Background: an optimization exercise with open tools, aiming at small area, a short achievable clock period and few clock cycles per item. Do not read the settings as production practice.
Only simulation tests tie the RTL to the original design; equivalence was not proved.
Power and IR drop assume default switching activity.

==> try-xenon: inputs <==
// mnist_classifier
module mnist_classifier (
    input wire clk,
    input wire rst_n,
    input wire start,
    output reg [9:0] ram_addr,
    input wire       ram_data,
    output reg [3:0] prediction,
    output reg       done
);
Settings: LEC_CHECK=0, ABC_AREA=1, CAP_MARGIN=20, CORE_MARGIN=2, CORE_UTILIZATION=55, SETUP_SLACK_MARGIN=5, SLEW_MARGIN=20, SYNTH_MEMORY_MAX_BITS=32768; clock period 8.0 ns.
standard.sh (not shown) runs the stock make flow with config.mk's settings and CLKGATE_MAP_FILE= SYNTH_SCRIPT=/design/flow/synth_recipe.tcl, a recipe that flattens the netlist after the stock synthesis.
==> flow/flow/run.sh <==
#!/bin/bash
# The standard layout, with the setup repair aiming at 5.45 ns of slack instead of 5.
bash standard.sh SETUP_SLACK_MARGIN=5.45 finish > standard_flow.log 2>&1
==> try-harbor (differences from try-xenon) <==
==> flow/flow/run.sh (replaced) <==
#!/bin/bash
# The standard layout, with the setup repair aiming at 5.4 ns of slack instead of 5.
bash standard.sh SETUP_SLACK_MARGIN=5.4 finish > standard_flow.log 2>&1
CORE_UTILIZATION = 60   (was 55)
==> impl_metrics.json <==
{
  "place_congestion": 1.08,
  "p_switching_w": 0.00140,
  "syn_to_final_growth_pct": 18.2,
  "pwr-share-seq": 0.293,
  "signal_buffers": 80,
  "status": "complete, no violations",
  "layout_common_cells": "240 x nand2_1, 176 x inv_1, 169 x o21ai_0",
  "multi_input_area_share": 0.539,
  "crit_buf_inv": 4,
  "first_global_vias": 9949,
  "holdWs_ps": 474,
  "dp_slack_ps": 4500,
  "start_util": 0.564,
  "wire_per_inst_um": 18.1
}
(the above is from try-xenon)
==> impl_metrics.json <==
{
  "p_switching_w": 0.00144,
  "status": "complete, no violations",
  "place_congestion": 1.11,
  "syn_nets": 1563,
  "wire_per_inst_um": 19.0,
  "multi_input_area_share": 0.538,
  "pwr-share-seq": 0.278,
  "crit_buf_inv": 3,
  "dp_slack_ps": 4390,
  "layout_common_cells": "249 x nand2_1, 181 x inv_1, 167 x o21ai_0",
  "holdWs_ps": 465,
  "signal_buffers": 62,
  "finalSetupTns_ps": 0
}
(the above is from try-harbor)
Testbench counts of try-xenon, summed over its fixed seeds: cycles 64,328, items 192.
Testbench counts of try-harbor, summed over its fixed seeds: cycles 64,328, items 192.

* * *

==> inputs of job 2056 <==
Another version of the RTL of mnist_classifier (not shown whole).
Settings: LEC_CHECK=0, ABC_CLOCK_PERIOD_IN_PS=2500, CAP_MARGIN=20, CORE_MARGIN=2, CORE_UTILIZATION=40, SETUP_SLACK_MARGIN=5, SLEW_MARGIN=20, SYNTH_MEMORY_MAX_BITS=32768; clock period 8.0 ns.
run.sh (not shown) runs the stock make flow with config.mk's settings and CLKGATE_MAP_FILE= SYNTH_SCRIPT=/design/flow/synth_recipe.tcl, a recipe that flattens the netlist after the stock synthesis.
Stock flow here: none of the scripts above is used.
==> inputs of job 577, as changes to job 2056 <==
--- a/flow/design.v
+++ b/flow/design.v
@@ -541,43 +541,43 @@
     assign rn466 = rn126 & ~rn465;
     assign rn467 = ~rn329 & rn466;
     assign rn468 = ~rn464 & ~rn467;
     assign rn469 = rn225 & rn468;
     assign rn470 = ~rn462 & rn469;
     assign rn471 = ~rn392 & rn470;
     assign rn472 = ~rn460 & rn471;
     assign wn[9] = rn448 | ~rn472;
-    reg [4:0] cend, nstart;
+    reg [4:0] cpre, nstart;
     reg [9:0] naddr;
     always @(*) begin
-        cend = 5'd0; nstart = 5'd0; naddr = 10'd0;
-        if (row == 5'd4) begin cend = 5'd18; nstart = 5'd9; naddr = 10'd149; end
-        if (row == 5'd5) begin cend = 5'd20; nstart = 5'd8; naddr = 10'd176; end
-        if (row == 5'd6) begin cend = 5'd22; nstart = 5'd7; naddr = 10'd203; end
-        if (row == 5'd7) begin cend = 5'd22; nstart = 5'd7; naddr = 10'd231; end
-        if (row == 5'd8) begin cend = 5'd22; nstart = 5'd6; naddr = 10'd258; end
-        if (row == 5'd9) begin cend = 5'd23; nstart = 5'd6; naddr = 10'd286; end
-        if (row == 5'd10) begin cend = 5'd23; nstart = 5'd7; naddr = 10'd315; end
-        if (row == 5'd11) begin cend = 5'd23; nstart = 5'd6; naddr = 10'd342; end
-        if (row == 5'd12) begin cend = 5'd24; nstart = 5'd6; naddr = 10'd370; end
-        if (row == 5'd13) begin cend = 5'd24; nstart = 5'd5; naddr = 10'd397; end
-        if (row == 5'd14) begin cend = 5'd23; nstart = 5'd5; naddr = 10'd425; end
-        if (row == 5'd15) begin cend = 5'd23; nstart = 5'd5; naddr = 10'd453; end
-        if (row == 5'd16) begin cend = 5'd23; nstart = 5'd4; naddr = 10'd480; end
-        if (row == 5'd17) begin cend = 5'd22; nstart = 5'd4; naddr = 10'd508; end
-        if (row == 5'd18) begin cend = 5'd22; nstart = 5'd5; naddr = 10'd537; end
-        if (row == 5'd19) begin cend = 5'd22; nstart = 5'd5; naddr = 10'd565; end
-        if (row == 5'd20) begin cend = 5'd21; nstart = 5'd5; naddr = 10'd593; end
-        if (row == 5'd21) begin cend = 5'd20; nstart = 5'd6; naddr = 10'd622; end
-        if (row == 5'd22) begin cend = 5'd18; nstart = 5'd7; naddr = 10'd651; end
-        if (row == 5'd23) begin cend = 5'd17; nstart = 5'd10; naddr = 10'd682; end
-        if (row == 5'd24) begin cend = 5'd15; nstart = 5'd11; naddr = 10'd123; end
+        cpre = 5'd0; nstart = 5'd0; naddr = 10'd0;
+        if (row == 5'd4) begin cpre = 5'd17; nstart = 5'd9; naddr = 10'd149; end
+        if (row == 5'd5) begin cpre = 5'd19; nstart = 5'd8; naddr = 10'd176; end
+        if (row == 5'd6) begin cpre = 5'd21; nstart = 5'd7; naddr = 10'd203; end
+        if (row == 5'd7) begin cpre = 5'd21; nstart = 5'd7; naddr = 10'd231; end
+        if (row == 5'd8) begin cpre = 5'd21; nstart = 5'd6; naddr = 10'd258; end
+        if (row == 5'd9) begin cpre = 5'd22; nstart = 5'd6; naddr = 10'd286; end
+        if (row == 5'd10) begin cpre = 5'd22; nstart = 5'd7; naddr = 10'd315; end
+        if (row == 5'd11) begin cpre = 5'd22; nstart = 5'd6; naddr = 10'd342; end
+        if (row == 5'd12) begin cpre = 5'd23; nstart = 5'd6; naddr = 10'd370; end
+        if (row == 5'd13) begin cpre = 5'd23; nstart = 5'd5; naddr = 10'd397; end
+        if (row == 5'd14) begin cpre = 5'd22; nstart = 5'd5; naddr = 10'd425; end
+        if (row == 5'd15) begin cpre = 5'd22; nstart = 5'd5; naddr = 10'd453; end
+        if (row == 5'd16) begin cpre = 5'd22; nstart = 5'd4; naddr = 10'd480; end
+        if (row == 5'd17) begin cpre = 5'd21; nstart = 5'd4; naddr = 10'd508; end
+        if (row == 5'd18) begin cpre = 5'd21; nstart = 5'd5; naddr = 10'd537; end
+        if (row == 5'd19) begin cpre = 5'd21; nstart = 5'd5; naddr = 10'd565; end
+        if (row == 5'd20) begin cpre = 5'd20; nstart = 5'd5; naddr = 10'd593; end
+        if (row == 5'd21) begin cpre = 5'd19; nstart = 5'd6; naddr = 10'd622; end
+        if (row == 5'd22) begin cpre = 5'd17; nstart = 5'd7; naddr = 10'd651; end
+        if (row == 5'd23) begin cpre = 5'd16; nstart = 5'd10; naddr = 10'd682; end
+        if (row == 5'd24) begin cpre = 5'd14; nstart = 5'd11; naddr = 10'd123; end
     end
-    wire seg_end = (col == cend);
+    reg seg_end;     
     wire last = seg_end && (row == 5'd24);
     wire pix = v & ram_data;
     reg [9:0] hb;
     always @(*) begin
         hb[0] = h0[bitk];
         hb[1] = (bitk < 3'd7) & h1[bitk[2:0]];
         hb[2] = h2[bitk];
         hb[3] = h3[bitk];
@@ -597,17 +597,17 @@
         best = 4'd0;
         for (i = 9; i >= 1; i = i - 1) if (cand_n[i]) best = i;
         if (zgt_n) best = 4'd0;
     end
     wire pass = ink >= 10'd5 && ink <= (full ? 10'd700 : 10'd250);
     always @(posedge clk) begin
         if (!rst_n) begin
             state <= IDLE; done <= 1'b0; v <= 1'b0; full <= 1'b0;
-            row <= 5'd4; col <= 5'd11; ram_addr <= 10'd123;
+            row <= 5'd4; col <= 5'd11; ram_addr <= 10'd123; seg_end <= 1'b0;
         end else begin
             done <= 1'b0;
             case (state)
                 IDLE: if (start) begin
                     state <= SCAN; v <= 1'b1; full <= 1'b0;
                 end
                 SCAN: if (last) state <= CMP;
                 FULL: begin
@@ -623,16 +623,17 @@
                             done <= 1'b1; state <= IDLE;
                         end else begin
                             state <= FULL; full <= 1'b1; ram_addr <= 10'd0;
                         end
                     end
                 end
             endcase
             if ((state == IDLE && start) || state == SCAN) begin
+                seg_end <= !seg_end && (col == cpre);
                 if (seg_end) begin
                     row <= (row == 5'd24) ? 5'd4 : row + 5'd1;
                     col <= nstart; ram_addr <= naddr;
                 end else begin
                     col <= col + 5'd1; ram_addr <= ram_addr + 10'd1;
                 end
             end
             if (state == CMP && !v && bitk == 3'd0 && (pass || full)) ram_addr <= 10'd123;
==> flow/config.mk (replaced) <==
export PLATFORM = sky130hd
export DESIGN_NAME = mnist_classifier
export DESIGN_NICKNAME = mnist_classifier
export VERILOG_FILES = /design/flow/design.v
export SDC_FILE = /design/flow/constraint.sdc
export NUM_CORES = 4
export LEC_CHECK = 0
export CAP_MARGIN = 20
export CORE_MARGIN = 2
export CORE_UTILIZATION = 55
export CTS_BUF_LIST = sky130_fd_sc_hd__clkbuf_4 sky130_fd_sc_hd__clkbuf_8
export CTS_CLUSTER_SIZE = 30
export SETUP_SLACK_MARGIN = 5
export SLEW_MARGIN = 20
export SYNTH_MEMORY_MAX_BITS = 32768
==> inputs of job 8510, as changes to job 2056 <==
--- a/flow/design.v
+++ b/flow/design.v
@@ -541,43 +541,43 @@
     assign rn466 = rn126 & ~rn465;
     assign rn467 = ~rn329 & rn466;
     assign rn468 = ~rn464 & ~rn467;
     assign rn469 = rn225 & rn468;
     assign rn470 = ~rn462 & rn469;
     assign rn471 = ~rn392 & rn470;
     assign rn472 = ~rn460 & rn471;
     assign wn[9] = rn448 | ~rn472;
-    reg [4:0] cend, nstart;
+    reg [4:0] cpre, nstart;
     reg [9:0] naddr;
     always @(*) begin
-        cend = 5'd0; nstart = 5'd0; naddr = 10'd0;
-        if (row == 5'd4) begin cend = 5'd18; nstart = 5'd9; naddr = 10'd149; end
-        if (row == 5'd5) begin cend = 5'd20; nstart = 5'd8; naddr = 10'd176; end
-        if (row == 5'd6) begin cend = 5'd22; nstart = 5'd7; naddr = 10'd203; end
-        if (row == 5'd7) begin cend = 5'd22; nstart = 5'd7; naddr = 10'd231; end
-        if (row == 5'd8) begin cend = 5'd22; nstart = 5'd6; naddr = 10'd258; end
-        if (row == 5'd9) begin cend = 5'd23; nstart = 5'd6; naddr = 10'd286; end
-        if (row == 5'd10) begin cend = 5'd23; nstart = 5'd7; naddr = 10'd315; end
-        if (row == 5'd11) begin cend = 5'd23; nstart = 5'd6; naddr = 10'd342; end
-        if (row == 5'd12) begin cend = 5'd24; nstart = 5'd6; naddr = 10'd370; end
-        if (row == 5'd13) begin cend = 5'd24; nstart = 5'd5; naddr = 10'd397; end
-        if (row == 5'd14) begin cend = 5'd23; nstart = 5'd5; naddr = 10'd425; end
-        if (row == 5'd15) begin cend = 5'd23; nstart = 5'd5; naddr = 10'd453; end
-        if (row == 5'd16) begin cend = 5'd23; nstart = 5'd4; naddr = 10'd480; end
-        if (row == 5'd17) begin cend = 5'd22; nstart = 5'd4; naddr = 10'd508; end
-        if (row == 5'd18) begin cend = 5'd22; nstart = 5'd5; naddr = 10'd537; end
-        if (row == 5'd19) begin cend = 5'd22; nstart = 5'd5; naddr = 10'd565; end
-        if (row == 5'd20) begin cend = 5'd21; nstart = 5'd5; naddr = 10'd593; end
-        if (row == 5'd21) begin cend = 5'd20; nstart = 5'd6; naddr = 10'd622; end
-        if (row == 5'd22) begin cend = 5'd18; nstart = 5'd7; naddr = 10'd651; end
-        if (row == 5'd23) begin cend = 5'd17; nstart = 5'd10; naddr = 10'd682; end
-        if (row == 5'd24) begin cend = 5'd15; nstart = 5'd11; naddr = 10'd123; end
+        cpre = 5'd0; nstart = 5'd0; naddr = 10'd0;
+        if (row == 5'd4) begin cpre = 5'd17; nstart = 5'd9; naddr = 10'd149; end
+        if (row == 5'd5) begin cpre = 5'd19; nstart = 5'd8; naddr = 10'd176; end
+        if (row == 5'd6) begin cpre = 5'd21; nstart = 5'd7; naddr = 10'd203; end
+        if (row == 5'd7) begin cpre = 5'd21; nstart = 5'd7; naddr = 10'd231; end
+        if (row == 5'd8) begin cpre = 5'd21; nstart = 5'd6; naddr = 10'd258; end
+        if (row == 5'd9) begin cpre = 5'd22; nstart = 5'd6; naddr = 10'd286; end
+        if (row == 5'd10) begin cpre = 5'd22; nstart = 5'd7; naddr = 10'd315; end
+        if (row == 5'd11) begin cpre = 5'd22; nstart = 5'd6; naddr = 10'd342; end
+        if (row == 5'd12) begin cpre = 5'd23; nstart = 5'd6; naddr = 10'd370; end
+        if (row == 5'd13) begin cpre = 5'd23; nstart = 5'd5; naddr = 10'd397; end
+        if (row == 5'd14) begin cpre = 5'd22; nstart = 5'd5; naddr = 10'd425; end
+        if (row == 5'd15) begin cpre = 5'd22; nstart = 5'd5; naddr = 10'd453; end
+        if (row == 5'd16) begin cpre = 5'd22; nstart = 5'd4; naddr = 10'd480; end
+        if (row == 5'd17) begin cpre = 5'd21; nstart = 5'd4; naddr = 10'd508; end
+        if (row == 5'd18) begin cpre = 5'd21; nstart = 5'd5; naddr = 10'd537; end
+        if (row == 5'd19) begin cpre = 5'd21; nstart = 5'd5; naddr = 10'd565; end
+        if (row == 5'd20) begin cpre = 5'd20; nstart = 5'd5; naddr = 10'd593; end
+        if (row == 5'd21) begin cpre = 5'd19; nstart = 5'd6; naddr = 10'd622; end
+        if (row == 5'd22) begin cpre = 5'd17; nstart = 5'd7; naddr = 10'd651; end
+        if (row == 5'd23) begin cpre = 5'd16; nstart = 5'd10; naddr = 10'd682; end
+        if (row == 5'd24) begin cpre = 5'd14; nstart = 5'd11; naddr = 10'd123; end
     end
-    wire seg_end = (col == cend);
+    reg seg_end;     
     wire last = seg_end && (row == 5'd24);
     wire pix = v & ram_data;
     reg [9:0] hb;
     always @(*) begin
         hb[0] = h0[bitk];
         hb[1] = (bitk < 3'd7) & h1[bitk[2:0]];
         hb[2] = h2[bitk];
         hb[3] = h3[bitk];
@@ -597,17 +597,17 @@
         best = 4'd0;
         for (i = 9; i >= 1; i = i - 1) if (cand_n[i]) best = i;
         if (zgt_n) best = 4'd0;
     end
     wire pass = ink >= 10'd5 && ink <= (full ? 10'd700 : 10'd250);
     always @(posedge clk) begin
         if (!rst_n) begin
             state <= IDLE; done <= 1'b0; v <= 1'b0; full <= 1'b0;
-            row <= 5'd4; col <= 5'd11; ram_addr <= 10'd123;
+            row <= 5'd4; col <= 5'd11; ram_addr <= 10'd123; seg_end <= 1'b0;
         end else begin
             done <= 1'b0;
             case (state)
                 IDLE: if (start) begin
                     state <= SCAN; v <= 1'b1; full <= 1'b0;
                 end
                 SCAN: if (last) state <= CMP;
                 FULL: begin
@@ -623,16 +623,17 @@
                             done <= 1'b1; state <= IDLE;
                         end else begin
                             state <= FULL; full <= 1'b1; ram_addr <= 10'd0;
                         end
                     end
                 end
             endcase
             if ((state == IDLE && start) || state == SCAN) begin
+                seg_end <= !seg_end && (col == cpre);
                 if (seg_end) begin
                     row <= (row == 5'd24) ? 5'd4 : row + 5'd1;
                     col <= nstart; ram_addr <= naddr;
                 end else begin
                     col <= col + 5'd1; ram_addr <= ram_addr + 10'd1;
                 end
             end
             if (state == CMP && !v && bitk == 3'd0 && (pass || full)) ram_addr <= 10'd123;
==> flow/config.mk (replaced) <==
export PLATFORM = sky130hd
export DESIGN_NAME = mnist_classifier
export DESIGN_NICKNAME = mnist_classifier
export VERILOG_FILES = /design/flow/design.v
export SDC_FILE = /design/flow/constraint.sdc
export NUM_CORES = 4
export LEC_CHECK = 0
export CAP_MARGIN = 20
export CORE_MARGIN = 2
export CORE_UTILIZATION = 55
export SETUP_SLACK_MARGIN = 5
export SLEW_MARGIN = 20
export SYNTH_MEMORY_MAX_BITS = 32768
==> summary.txt <==
metric	job 2056	job 8510	job 577
Outcome	finished clean	finished clean	finished clean
Startpoint of the tightest hold check path	zlt	h1[1]	h1[1]
Worst setup timing slack at the placement stage	3.368 ns	3.494 ns	3.494 ns
Power share of the sequential group	0.290	0.311	0.345
Number of tap cells added at floorplan	324	225	225
Global-route wire length before repair	51,470 um	47,190 um	46,690 um
Die Y	161.5 um	137.3 um	137.3 um
Clock network power	0.857 mW	0.830 mW	0.617 mW
Adder-cell share of the synthesized area	0.05042	0.05251	0.05251
Share of the synthesized area in compound gates (AO/OA/AOI/OAI)	0.2092	0.2095	0.2095
Non-Filler Instances	1,617	1,499	1,484
Overall routing resource usage	0.2438	0.3173	0.3135
Multi-input gates	987	963	963
Core Box Area	24,320 um^2	17,360 um^2	17,360 um^2
Psw	1.238 mW	1.002 mW	0.9511 mW
FILL cells	2,231	1,441	1,511
Logic depth of the worst setup path including buffers	13	13	8
Register cell area after layout	2924 um^2	2929 um^2	2935 um^2
Multiplexer share of the synthesized area	0.07033	0.07223	0.07223
Testbench counts of job 2056, summed over its fixed seeds: cycles 65,864, items 192.
Testbench counts of job 577, summed over its fixed seeds: cycles 65,864, items 192.
Testbench counts of job 8510, summed over its fixed seeds: cycles 65,864, items 192.

-- port drivers added, routing unchanged --
The results above use ideal ports. As a check the final layouts listed here were re-extracted and re-timed, cells and wires unchanged. Step 1 sets driving cells, clkbuf_16 on the clock port and buf_2 on the other inputs (assumed; they add their load-dependent delay and slew). Step 2, shift: input delay + t, output delay - t, t = (earliest + latest rising clock arrival at the registers) / 2. This alone moves slack from input paths to output paths. Slacks: no drivers / after step 1 / after step 2; pairs: no drivers / after step 1.
| run | t, ns | setup slack, ns | hold WS [ns] | worst setup path after step 2 | worst data-port slew with drivers (ns) |
|---|---|---|---|---|---|
| try-xenon | 0.462 | 5.415 / 5.415 / 5.024 | 0.474 / 0.474 / 0.474 | input to register | 0.05 |
| try-harbor | 0.470 | 5.345 / 5.368 / 4.898 | 0.465 / 0.465 / 0.465 | input to register | 0.03 |
| job 2056 | 0.455 | 4.774 / 4.774 / 4.375 | 0.508 / 0.508 / 0.508 | input to register | 0.03 |
| job 577 | 0.483 | 4.920 / 4.920 / 4.603 | 0.493 / 0.493 / 0.493 | input to register | 0.03 |
| job 8510 | 0.470 | 5.004 / 5.004 / 4.652 | 0.491 / 0.491 / 0.491 | input to register | 0.03 |
After both steps setup and hold are still met in every run listed. The setup slack of try-harbor, which loses most, moves by +0.023 ns with the drivers and by -0.447 ns with both steps.
